From an optimization exercise on the open Yosys and OpenROAD flow, aimed at small area, a short achievable clock period and few clock cycles; shortcuts taken in it are not production practice. In this exercise RTL edits were held to simulation tests only and were not proved equivalent to the original. Power and IR drop assume default switching activity.

## cedar
==> flow/design.v (excerpt) <==
module multicycle_CPU(
    input CLK,
    input reset,
    output [31:0] imem_addr,       
    input  [31:0] imem_rdata,      
    output [31:0] dmem_addr,       
    output [31:0] dmem_wdata,      
    output        dmem_we,         
    input  [31:0] dmem_rdata       
    );
For scale: ~5100 cells after synthesis, about 1400 flip-flops, roughly 63000 um2 of cells after synthesis.
==> flow/config.mk <==
export PLATFORM = sky130hd
export DESIGN_NAME = multicycle_CPU
export DESIGN_NICKNAME = multicycle_CPU
export VERILOG_FILES = /design/flow/design.v
export SDC_FILE = /design/flow/constraint.sdc
export NUM_CORES = 4
export LEC_CHECK = 0
export CAP_MARGIN = 20
export CORE_MARGIN = 2
export CORE_UTILIZATION = 40
export CTS_CLUSTER_DIAMETER = 100
export CTS_CLUSTER_SIZE = 20
export SLEW_MARGIN = 20
==> flow/constraint.sdc <==
create_clock -name core_clock -period 13.0 [get_ports {CLK}]
set_input_delay 2.6000 -clock core_clock [delete_from_list [all_inputs] [get_ports {CLK}]]
set_output_delay 2.6000 -clock core_clock [all_outputs]
set_load 0.01 [all_outputs]
standard.sh (not shown) runs the stock make flow with config.mk's settings and CLKGATE_MAP_FILE= SYNTH_SCRIPT=/design/flow/synth_recipe.tcl, a recipe that flattens the netlist after the stock synthesis.
==> flow/flow/run.sh <==
#!/bin/bash
# The standard layout (the standard.sh: standard synthesis, then ORFS
# floorplan to finish), with timing repair aiming for a larger setup slack
# than the clock period asks for. Each step's output goes to a log here.
set -euo pipefail
MARGIN=9
bash standard.sh synth > synth.log 2>&1
bash standard.sh SETUP_SLACK_MARGIN=$MARGIN finish > layout.log 2>&1
Testbench counts of cedar, summed over its fixed seeds: cycles 64,690.
Input-level comparison between umber and cedar:
--- a/flow/design.v
+++ b/flow/design.v
@@ -315,17 +315,16 @@
     O_ADDI = 6'b001100, O_ORI = 6'b001101, O_SW = 6'b101011, O_LW = 6'b100011,
     O_BEQ = 6'b000100, O_J = 6'b000010, O_JAL = 6'b000011;
   reg  [31:0] pc;                  
   reg  [31:0] ras;                 
   reg         ras_v;
   reg         dv;                  
   reg  [31:0] d_ir;
   reg  [31:0] dpc;
-  reg  [31:1] d_rs_oh, d_rt_oh;    
   reg         xv;                  
   reg  [31:0] xa;                  
   reg  [31:0] xb;                  
   reg  [31:0] xc;                  
   reg  [4:0]  xdst;
   reg         xfa, xfb, xfc;       
   reg         x_and, x_or, x_slt, x_sll, x_pass, x_sub;
   reg         x_movn, x_movz, x_beq, x_jr, x_lw, x_sw, x_wr, x_wm, x_hold;
@@ -393,42 +392,34 @@
   wire use_rb = (is_r & ~d_sll) | (d_beq & ~d_pred);   
   wire use_rc = d_sw;                                 
   reg [31:0] rf_a, rf_b;
   integer k;
   always @(*) begin
     rf_a = 32'd0;
     rf_b = 32'd0;
     for (k = 1; k < 32; k = k + 1) begin
-      rf_a = rf_a | ({32{d_rs_oh[k]}} & rf[k]);
-      rf_b = rf_b | ({32{d_rt_oh[k]}} & rf[k]);
+      rf_a = rf_a | ({32{rs == k}} & rf[k]);
+      rf_b = rf_b | ({32{rt == k}} & rf[k]);
     end
   end
   wire [31:0] da = (mwe & (mdst == rs)) ? m_wdata : rf_a;
   wire [31:0] db = (mwe & (mdst == rt)) ? m_wdata : rf_b;
   wire hit_a = xv & x_wm & (xdst == rs);
   wire hit_b = xv & x_wm & (xdst == rt);
   wire ld_stall = dv & xv & x_hold & ((use_rs & hit_a) | ((use_rb | use_rc) & hit_b));
   wire [31:0] d_sum = dpc + {(d_jal ? 30'd2 : ({{14{imm[15]}}, imm} + 30'd1)), 2'b00};
   wire d_redirect = dv & d_pred & ~x_redirect;
   wire [31:0] d_opb = d_sll ? {27'd0, sa} : (is_r | d_beq) ? db :
                       d_ori ? {16'd0, imm} : {{16{imm[15]}}, imm};
   assign imem_addr = pc;
   wire [31:0] fi  = imem_rdata;
   wire [31:0] pc4 = pc + 32'd4;
   wire f_jmp = (fi[31:27] == 5'b00001);                       
   wire f_jr  = (fi[31:26] == 6'd0) & (fi[5:0] == F_JR) & ras_v;
-  reg  [31:1] f_rs_oh, f_rt_oh;
-  integer j;
-  always @(*) begin
-    for (j = 1; j < 32; j = j + 1) begin
-      f_rs_oh[j] = (fi[25:21] == j);
-      f_rt_oh[j] = (fi[20:16] == j);
-    end
-  end
   wire [31:0] f_next = f_jmp ? {pc4[31:28], fi[25:0], 2'b00} :
                        f_jr  ? ras : pc4;
   wire d_go = dv & ~x_redirect & ~ld_stall & ~d_pred;
   always @(posedge CLK or posedge reset) begin
     if (reset) begin
       pc    <= 32'd0;
       ras_v <= 1'b0;
       dv    <= 1'b0;
@@ -454,18 +445,16 @@
       xv    <= d_go;
       mwe   <= xv & x_we;
       mload <= xv & x_lw;
       mst   <= xv & x_sw;
     end
   end
   always @(posedge CLK) begin
     d_ir <= fi;
-    d_rs_oh <= f_rs_oh;
-    d_rt_oh <= f_rt_oh;
     dpc  <= pc;
     if (dv & d_jal) ras <= d_sum;
     xa       <= d_jal ? d_sum : da;
     xb       <= d_opb;
     xc       <= d_beq ? d_sum : db;
     xdst     <= d_dst;
     xfa      <= hit_a & use_rs;
     xfb      <= hit_b & use_rb;
--- outcome ---
- Combinational cell power: cedar vs umber, no meaningful difference
- | clock-cell share of area | cedar vs umber | ≈ equal |
- Compared with cedar, umber shows post-synthesis share of cell area spent on and, or, nand and nor gates higher by 0.36 points.
- On umber: post-synthesis mux area share is 0.25 points higher than what cedar gave.
- Going from cedar to umber, the die area was found to have gone down by 2.4%.
- Against cedar, umber comes in about 1% higher on first-pass GRT wire length.
- Core utilization ends up higher on umber.
- Changes observed in umber relative to cedar: sequential share of layout area down 1.6 points; starting utilization of the core area ~0 delta; leakage power figure fell 0.00016 uW; total power saw a decrease.
- umber: tap cell count lower than cedar
- In terms of net switching power figure, umber and cedar differ only marginally.
- Comparing cedar against umber, there is no change at all in H-tree depth.
Testbench counts of umber, summed over its fixed seeds: cycles 64,690.

## what the ideal ports hide
How much do the figures lean on ideal ports? The routed layouts below were timed once more, with nothing changed but the port constraints. Step 1, drivers: a clkbuf_16 drives CLK and a buf_2 each remaining input, both assumed. Step 2 times the ports against the registers' clock, not the clock port: input delays grow and output delays shrink by t, the midpoint of the rising clock arrivals with the driver on. a / b / c = ideal ports / drivers / drivers and shift; a / b = the first two.
| run | t, ns | setup WS [ns] | hold WS [ns] | worst setup path after step 2 | latest minus earliest clock arrival (ns) |
|---|---|---|---|---|---|
| cedar | 0.818 | 8.986 / 8.902 / 8.235 | 0.407 / 0.407 / 0.407 | input to register | 0.047 / 0.047 |
| umber | 0.831 | 8.738 / 8.738 / 8.151 | 0.398 / 0.398 / 0.398 | input to register | 0.060 / 0.060 |
After both steps every run listed still meets setup and hold. For cedar, which loses most, drivers alone change the setup slack by -0.084 ns; drivers and shift together by -0.751 ns.
